From an optimization exercise on the open Yosys and OpenROAD flow, aimed at small area and a short achievable clock period; shortcuts taken in it are not production practice.
RTL that was checked went through simulation tests only; none was proved equivalent to the original.
No functional check of the RTL was part of run 1.

==> flow/design.v (outline; a module is shown in full before it is edited, if it fits) <==
// module costas: 8084 lines
module costas #
    (
        parameter integer C_S00_AXIS_TDATA_WIDTH    = 32,
        parameter integer C_M00_AXIS_TDATA_WIDTH    = 32
    )
    (
        input  wire                          s00_axis_aclk,
        input  wire                          s00_axis_aresetn,
        input  wire                          s00_axis_tlast,
        input  wire                          s00_axis_tvalid,
        input  wire [C_S00_AXIS_TDATA_WIDTH-1 : 0] s00_axis_tdata,
        input  wire [(C_S00_AXIS_TDATA_WIDTH/8)-1: 0] s00_axis_tstrb,
        output reg                           s00_axis_tready,
        input  wire                          m00_axis_aclk,
        input  wire                          m00_axis_aresetn,
        input  wire                          m00_axis_tready,
        output reg                           m00_axis_tvalid,
        output reg                           m00_axis_tlast,
        output reg [C_M00_AXIS_TDATA_WIDTH-1 : 0] m00_axis_tdata,
        output reg [(C_M00_AXIS_TDATA_WIDTH/8)-1: 0] m00_axis_tstrb
    );
  // ...
==> flow/flow/run.sh <==
#!/bin/bash
# Own layout flow: the standard ORFS flow (standard.sh) with these changes in
# how the layout is made (the clock, its period and the I/O constraints stay
# the standard flow's constraint.sdc):
#  - synthesis is synth_recipe.tcl with Yosys's generic "abc -fast" skipped
#    (synth -noabc), so extract_fa sees the design's own adder structure; the
#    rest of the script (fsm/share skipped, flatten, renames) is unchanged;
#  - port buffers are clkbuf_2 cells rather than delay cells, so the
#    combinational m00_axis_tready -> s00_axis_tready path stays short;
#  - ABC maps for a 6 ns delay target, and timing repair aims for the period
#    the design can reach (setup margin) rather than only the 14.5 ns clock.
# Every tool's output is in orfs/logs/ (one log per step); make's own output is
# in flow_make.log.
set -euo pipefail
sed '1s/-noshare/-noshare -noabc/' synth_recipe.tcl > flow_synth.tcl
sed "s#SYNTH_SCRIPT=[^ ]*synth_recipe.tcl#SYNTH_SCRIPT=$PWD/flow_synth.tcl#" standard.sh > flow_standard.sh
grep -q "SYNTH_SCRIPT=$PWD/flow_synth.tcl" flow_standard.sh
export BUFFER_PORTS_ARGS="-buffer_cell sky130_fd_sc_hd__clkbuf_2"
export ABC_CLOCK_PERIOD_IN_PS=${ABC_CLOCK_PERIOD_IN_PS:-6000}
export SETUP_SLACK_MARGIN=${SETUP_SLACK_MARGIN:-8.45}
# clock tree: larger sink clusters, clkbuf_8 buffers, no dummy loads
export CTS_ARGS="-sink_clustering_enable -repair_clock_nets -dont_use_dummy_load -sink_clustering_size 18 -sink_clustering_max_diameter 70 -buf_list sky130_fd_sc_hd__clkbuf_8"

bash flow_standard.sh > flow_make.log 2>&1
==> flow/standard.sh <==
#!/bin/bash
# synth_recipe.tcl (not shown) runs the flow's synth.tcl, then flattens the netlist and writes it again
# the make line also repeats each setting of config.mk as NAME=value (left out here)
make -C /OpenROAD-flow-scripts/flow DESIGN_CONFIG=/design/flow/config.mk WORK_HOME=/design/flow/orfs CLKGATE_MAP_FILE= SYNTH_SCRIPT=/design/flow/synth_recipe.tcl "${@:-finish}"
==> flow/config.mk <==
export PLATFORM = sky130hd
export DESIGN_NAME = costas
export DESIGN_NICKNAME = costas
export VERILOG_FILES = /design/flow/design.v
export SDC_FILE = /design/flow/constraint.sdc
export NUM_CORES = 4
export LEC_CHECK = 0
export CAP_MARGIN = 20
export CORE_MARGIN = 2
export CORE_UTILIZATION = 55
export SLEW_MARGIN = 20
==> flow/constraint.sdc <==
create_clock -name core_clock -period 14.5 [get_ports {s00_axis_aclk}]
set_input_delay 2.9000 -clock core_clock [delete_from_list [all_inputs] [get_ports {s00_axis_aclk}]]
set_output_delay 2.9000 -clock core_clock [all_outputs]
set_load 0.01 [all_outputs]
==> qor.yml, run 1 <==
floorplan:
  ios: 82
  core_area_um2: 172000
detailed_routing:
  drc_errors: 0
  wl_mm: 218
  met2WireLength_mm: 112
clock_tree:
  cts_hold_repair.buffers: 0
  post-cts-setup-buffers: 0
  numClockSinks: 1385
  clockBufferDepth: 3
critical_path:
  timing.rr.end: "px6[29]"
  endpoint_kind: "output pin"
  cp_slowest_stage_delay_ns: 0.12
timing:
  worstMarginPinSlew_ns: 1.09
synthesis:
  synth_top_family_by_area: "adder cells"
  synth_compound_area_frac: 0.117
  synth-xor-area-share: 0.158
  synth_top_cell_by_area: "dfxtp_1"
grt:
  antenna_found_initial: 3
  grt_max_degree: 81
final_layout:
  multi_input_area_um2: 64300
  antenna_cells: 1
  fin_cells: 11900
outcome:
  status: "no timing/DRC/antenna violations"
placed_design:
  dp_hpwl_mm: 177
==> inputs of run 2 (changes only) <==
--- a/flow/design.v
+++ b/flow/design.v
@@ -41,18 +41,22 @@
         for (integer i = 0; i < STAGES; i = i + 1) begin
             l[i+1]  <= l[i];
             sb[i+1] <= sb[i];
         end
     end
     logic signed [15:0] xr, yr;             
     logic signed [29:0] xk, yk;             
     logic f1, f2;                           
-    logic [31:0] px2, px3, px4, px5, px6, px7, px8, px9, px10, px11, px12, px13, px14, px15;
-    logic [31:0] py2, py3, py4, py5, py6, py7, py8, py9, py10, py11, py12, py13, py14, py15;
+    logic [31:1] px2r;
+    logic [31:2] py2r;
+    wire  [31:0] px2 = {px2r, 1'b0};
+    wire  [31:0] py2 = {py2r, px2r[1], 1'b0};
+    logic [31:0] px3, px4, px5, px6, px7, px8, px9, px10, px11, px12, px13, px14, px15;
+    logic [31:0] py3, py4, py5, py6, py7, py8, py9, py10, py11, py12, py13, py14, py15;
     logic signed [13:0] z2;
     logic signed [12:0] z3;
     logic signed [11:0] z4;
     logic signed [10:0] z5;
     logic signed [9:0]  z6;
     logic signed [8:0]  z7;
     logic signed [7:0]  z8;
     logic signed [6:0]  z9;
@@ -8022,18 +8026,18 @@
     assign p4000_n = _k7862 & _k7863 & _k7864 & _k7865 & _k7866 & _k7867 & _k7868 & _k7869 & _k7870 & _k7871 & _k7872 & _k7873 & _k7874 & _k7875 & _k7876 & _k7877;
     always_ff @(posedge clk) begin
         xr <= s00_axis_tdata[15:0];
         yr <= s00_axis_tdata[31:16];
         xk <= xk_d;
         yk <= yk_d;
         f1 <= ($signed(dxy) > 17'sd53962) || ($signed(dxy) < -17'sd53962);
         f2 <= ($signed(sxy) > 17'sd53962) || ($signed(sxy) < -17'sd53962);
-        px2 <= {hx[30:0], 1'b0} ^ {wb, 31'b0};
-        py2 <= {hy[30:0], 1'b0} ^ {wa, 31'b0};
+        px2r <= {hx[30:0] ^ {wb, 30'b0}};
+        py2r <= {hy[30:1] ^ {wa, 29'b0}};
         z2  <= z2f;                 rd2  <= $signed(z2f)  > 0;
         px3 <= xn2;   py3 <= yn2;   z3  <= z3n[12:0];  rd3  <= $signed(z3n[12:0]) > 0;
         px4 <= xn3;   py4 <= yn3;   z4  <= z4n[11:0];  rd4  <= $signed(z4n[11:0]) > 0;
         px5 <= xn4;   py5 <= yn4;   z5  <= z5n[10:0];  rd5  <= $signed(z5n[10:0]) > 0;
         px6 <= xn5;   py6 <= yn5;   z6  <= z6n[9:0];   rd6  <= $signed(z6n[9:0])  > 0;
         px7 <= xn6;   py7 <= yn6;   z7  <= z7n[8:0];   rd7  <= $signed(z7n[8:0])  > 0;
         px8 <= xn7;   py8 <= yn7;   z8  <= z8n[7:0];   rd8  <= $signed(z8n[7:0])  > 0;
         px9 <= xn8;   py9 <= yn8;   z9  <= z9n[6:0];   rd9  <= $signed(z9n[6:0])  > 0;
==> flow/flow/run.sh (replaced) <==
#!/bin/bash
# Own layout flow: the standard ORFS flow (standard.sh) with these changes in
# how the layout is made (the clock, its period and the I/O constraints stay
# the standard flow's constraint.sdc):
#  - synthesis is synth_recipe.tcl with Yosys's generic "abc -fast" skipped
#    (synth -noabc), so extract_fa sees the design's own adder structure; the
#    rest of the script (fsm/share skipped, flatten, renames) is unchanged.
#    The flow also runs the standard synthesis and, should the two keep
#    different registers, lays out the standard synthesis instead;
#  - port buffers are clkbuf_2 cells rather than delay cells, so the
#    combinational m00_axis_tready -> s00_axis_tready path stays short;
#  - ABC maps for a 6 ns delay target, and timing repair aims for the period
#    the design can reach (setup margin) rather than only the 14.5 ns clock;
set -euo pipefail
W=$PWD
sed '1s/-noshare/-noshare -noabc/' synth_recipe.tcl > flow_synth.tcl
sed "s#SYNTH_SCRIPT=[^ ]*synth_recipe.tcl#SYNTH_SCRIPT=$W/flow_synth.tcl#" standard.sh > flow_standard.sh
grep -q "SYNTH_SCRIPT=$W/flow_synth.tcl" flow_standard.sh
sed "s#WORK_HOME=[^ ]*#WORK_HOME=$W/refsyn#" standard.sh > flow_refsyn.sh
grep -q "WORK_HOME=$W/refsyn" flow_refsyn.sh

export BUFFER_PORTS_ARGS="-buffer_cell sky130_fd_sc_hd__clkbuf_2"
export SETUP_SLACK_MARGIN=${SETUP_SLACK_MARGIN:-8.45}
export CTS_ARGS="-sink_clustering_enable -repair_clock_nets -dont_use_dummy_load -sink_clustering_size 18 -sink_clustering_max_diameter 70 -buf_list sky130_fd_sc_hd__clkbuf_8"

(unset BUFFER_PORTS_ARGS SETUP_SLACK_MARGIN CTS_ARGS; bash flow_refsyn.sh synth) > flow_refsyn.log 2>&1
# this flow's synthesis
ABC_CLOCK_PERIOD_IN_PS=6000 bash flow_standard.sh synth > flow_synth.log 2>&1
regs() { grep -oE '\\[^ ]+\$_[A-Z0-9_]+_ ' "$1" | sort -u; }
R=results/sky130hd/costas/base/1_2_yosys.v
if ! cmp -s <(regs refsyn/$R) <(regs orfs/$R); then
  echo "register sets differ: using the standard synthesis" | tee flow_regs.log
  rm -rf orfs
  ABC_CLOCK_PERIOD_IN_PS=6000 bash standard.sh > flow_make.log 2>&1
else
  echo "register sets match ($(regs orfs/$R | wc -l))" | tee flow_regs.log
  ABC_CLOCK_PERIOD_IN_PS=6000 bash flow_standard.sh > flow_make.log 2>&1
fi
==> run 2 against run 1 <==
Against the previous run: wire length is 1.5% lower; critical endpoint unchanged; register-to-register slack worse by 0.04 ns; count of clock-buffer cells in the layout is 1 lower; via count is 1.6% lower; critical path type unchanged; flip-flop and latch count is 1 lower; cell area is 0.67% lower; largest cell class unchanged; synthesized area is 0.81% lower; synthesized cell count is 1.2% lower.
==> qor.yml, run 2 <==
outcome:
  status: "no timing/DRC/antenna violations"  # unchanged
timing:
  fin_ws_ns: 8.50  # about the same
  period_needed_ns: 6.00  # about the same
  hold_viol: 0  # unchanged
  min_period_over_period: 0.414  # about the same
  timing.fmax_mhz: 167  # about the same
  setup_viol: 0  # unchanged
  final.setup.tns_ns: 0  # unchanged
  finClkSkew_ns: 0.0932  # was 0.0861 ns
  maxSlewViolCount: 0  # unchanged
  slew_headroom: 0.271  # was 0.270
  rsz0062_at_grt: "false"  # unchanged
  worstMarginPinSlew_ns: 1.09  # about the same
synthesis:
  ys_types: 100  # was 105
  synth_top_cell_by_area: "dfxtp_1"  # unchanged
  synthTopCellsByArea: "dfxtp_1 (29%), ha_1 (14%), fa_1 (14%), xnor2_1 (8.8%), xor2_1 (7.0%)"  # was dfxtp_1 (29%), ha_1 (14%), fa_1 (13%), xnor2_1 (8.9%), xor2_1 (6.9%)
  synth.cell_area_um2: 94400  # was 95,200 um2
  synth_edf_count: 0  # unchanged
  postSynth.asyncResetShare: 0  # unchanged
  synthCells: 9526  # was 9,643
  yosysWarningCount: 4  # unchanged
  synth_most_common_cell: "dfxtp_1"  # unchanged
  seq_area_frac_synth: 0.294  # was 0.291
  syn_area_per_cell_um2: 9.91  # was 9.87 um2
  synth_seq_cells: 1384  # was 1,385
  synth_commonest_cells: "dfxtp_1 (1,384), ha_1 (1,042), xnor2_1 (945)"  # was dfxtp_1 (1,385), ha_1 (1,047), xnor2_1 (963)
  synth_fp_nets: 11200  # was 11,400
  ys.flop_type: "dfxtp_1"  # unchanged
  yosysTopAreaCellShare: 0.294  # was 0.291
grt:
  antenna_found_initial: 4  # was 3
  grt_max_degree: 80  # was 81
  grt_pass1_vias: 65100  # was 66,500
  grt_first_pass_wirelength_mm: 346  # was 352 mm
  grt-ovfl-total: 0  # unchanged
  track_usage: 0.247  # was 0.250
critical_path:
  startpoint_type: "input pin"  # unchanged
  critPathKind: "input pin to output pin"  # unchanged
  crit_required_ns: 11.60  # about the same
  cp.depth: 2  # unchanged
  endpoint_kind: "output pin"  # unchanged
  cp_slowest_stage_delay_ns: 0.12  # about the same
  crit_slowest_cell: "clkbuf_2"  # unchanged
  path_common_cell: "clkbuf_2"  # unchanged
  r2r_setup_slack_ns: 8.70  # was 8.74 ns
  timing.rr.end: "c_a3"  # was px6[29]
  worstPathArrival_ns: 3.10  # about the same
  crit_buf_inv: 2  # unchanged
  timing.rr.start: "bq[6]"  # was rd5
  cp_max_fo: 2  # unchanged
  path_delay_family: "buffers and inverters"  # unchanged
  cp_cell_sequence: "clkbuf_2 > clkbuf_2"  # unchanged
  reg2reg_depth: 16  # was 17
final_layout:
  fin_nets: 11200  # was 11,300
  final_common_cell: "dfxtp_1"  # unchanged
  drive_gt1_frac: 0.0468  # was 0.0437
  regMostFlops: "sb"  # unchanged
  largest_reg_flops: 68  # unchanged
  syn2layout_area_growth_pct: 4.48  # was 4.32%
  fillerInstances: 15000  # was 15,200
  mostFrequentLayoutCells: "dfxtp_1 (1,361), ha_1 (1,042), xnor2_1 (944)"  # was dfxtp_1 (1,365), ha_1 (1,047), xnor2_1 (962)
detailed_routing:
  wl_per_cell_um: 18.4  # about the same
  vias: 64200  # was 65,300
  antenna_left: 0  # unchanged
  drc_errors: 0  # unchanged
  wl_mm: 215  # was 218 mm
  viasPerCell: 5.49  # was 5.50
  drt_first_pass_iters: 6  # unchanged
  drt_iter0_drc: 3041  # was 3,074
run:
  cap_violations: 0  # unchanged
clock_tree:
  h-tree-depth: 3  # unchanged
  cts-root-buf: "clkbuf_8"  # unchanged
  tritoncts: "yes"  # unchanged
  cts_inserted_buffers: 109  # was 110
  numClockSinks: 1384  # was 1,385
  clkLatencyLatePin_ns: 0.91  # was 0.89 ns
  clockBufferDepth: 3  # unchanged
  path_clk_slew_ns: 0.10  # about the same
hold_path:
  min_from: "sb[8][3]"  # was sb[11][2]
  min_path_cells: 0  # unchanged
  holdPathEnd: "sb[9][3]"  # was sb[12][2]
  min_path_type: "flop to flop"  # unchanged
placed_design:
  place_ws_ns: 8.14  # was 8.41 ns
  dp_hpwl_mm: 176  # was 177 mm
  port_buffers: 79  # unchanged
  place_congestion: 0.891  # was 0.887
floorplan:
  fp-row-count: 152  # unchanged
  core_area_um2: 171000  # was 172,000 um2
  ios: 82  # unchanged
  die_h_um: 418  # was 420 um
  die_w_um: 418  # was 420 um
  start_util: 0.552  # was 0.554
  dieArea_um2: 175000  # was 176,000 um2
run 2: how the worst max path moves through the flow:
stage | startpoint | slack [ns] | to
finish | m00_axis_tready | 8.50 | s00_axis_tready
global route | yr[2] | 8.41 | yk[28]
CTS | rd3 | 8.42 | px4[31]
detailed placement | rd3 | 8.14 | px4[31]
global placement | rd3 | 8.20 | px4[31]
floorplan | rd10 | 8.47 | py11[25]
run 2: kinds of logic after synthesis:
kind of cell / count (synthesis) / share of synthesized area
xor+xnor: 1700 / 0.158
mux: 167 / 0.0187
flops: 1384 / 0.294
buf+inv: 845 / 0.0338
compound gates: 1645 / 0.115
fa+ha+maj: 1701 / 0.276
simple gates: 2084 / 0.105
run 2: final cells by class:
class | instances | area, um2 | area share
clock buffers | 109 | 1500 | 0.0152
diodes | 1 | 2.50 | 0.0000254
multi-input cells | 7297 | 63600 | 0.645
inverters | 525 | 1970 | 0.0200
repair buffers | 136 | 957 | 0.00971
well taps | 2233 | 2790 | 0.0283
flip-flops and latches | 1384 | 27800 | 0.281
run 2: through the flow:
stage               std cells   util  cell area (um2)  hold WS (ns)
finish                  11700  0.577            98600         0.305
global route            11700  0.577            98600         0.292
CTS                     11700  0.575            98300         0.293
detailed placement      11600  0.566            96800         0.312
global placement        11600  0.566            96800         0.310
floorplan                9526      -            94400         0.310
run 2: repair_timing:
action	4_1_cts	5_1_grt
resized for setup	13	52
setup endpoints to repair	45	113
setup buffers	0	7
pin swaps	0	3
hold buffers	0	0
run 2: routing by layer:
layer	vias to the layer above	part of all wire	GRT usage
met4	2	0.036	0.0888
met2	924	0.52	0.460
met5	-	0.000042	0
li1	32000	-	-
met1	30900	0.42	0.295
met3	339	0.027	0.0221

static timing again, ports no longer ideal:
How much do the figures lean on ideal ports? The routed layouts below were timed once more, with nothing changed but the port constraints. Step 1 (the two cells are an assumption about what drives the block):
set clk [get_ports {s00_axis_aclk}]
set_driving_cell -lib_cell sky130_fd_sc_hd__clkbuf_16 $clk
set_driving_cell -lib_cell sky130_fd_sc_hd__buf_2 [delete_from_list [all_inputs] $clk]
Step 2 also shifts input and output timing later by t, the mid clock arrival at the registers, as if the neighbouring blocks saw the same clock. Slacks: no drivers / after step 1 / after step 2; pairs: no drivers / after step 1.
run | shift t [ns] | slack for setup (ns) | worst hold slack (ns)
run 1 | 0.932 | 8.498 / 8.473 / 8.473 | 0.312 / 0.312 / 0.312
run 2 | 0.941 | 8.498 / 8.472 / 8.472 | 0.305 / 0.305 / 0.305
After both steps setup and hold are still met in every run listed. For run 2, which loses most, drivers alone change the setup slack by -0.026 ns; drivers and shift together by -0.026 ns.
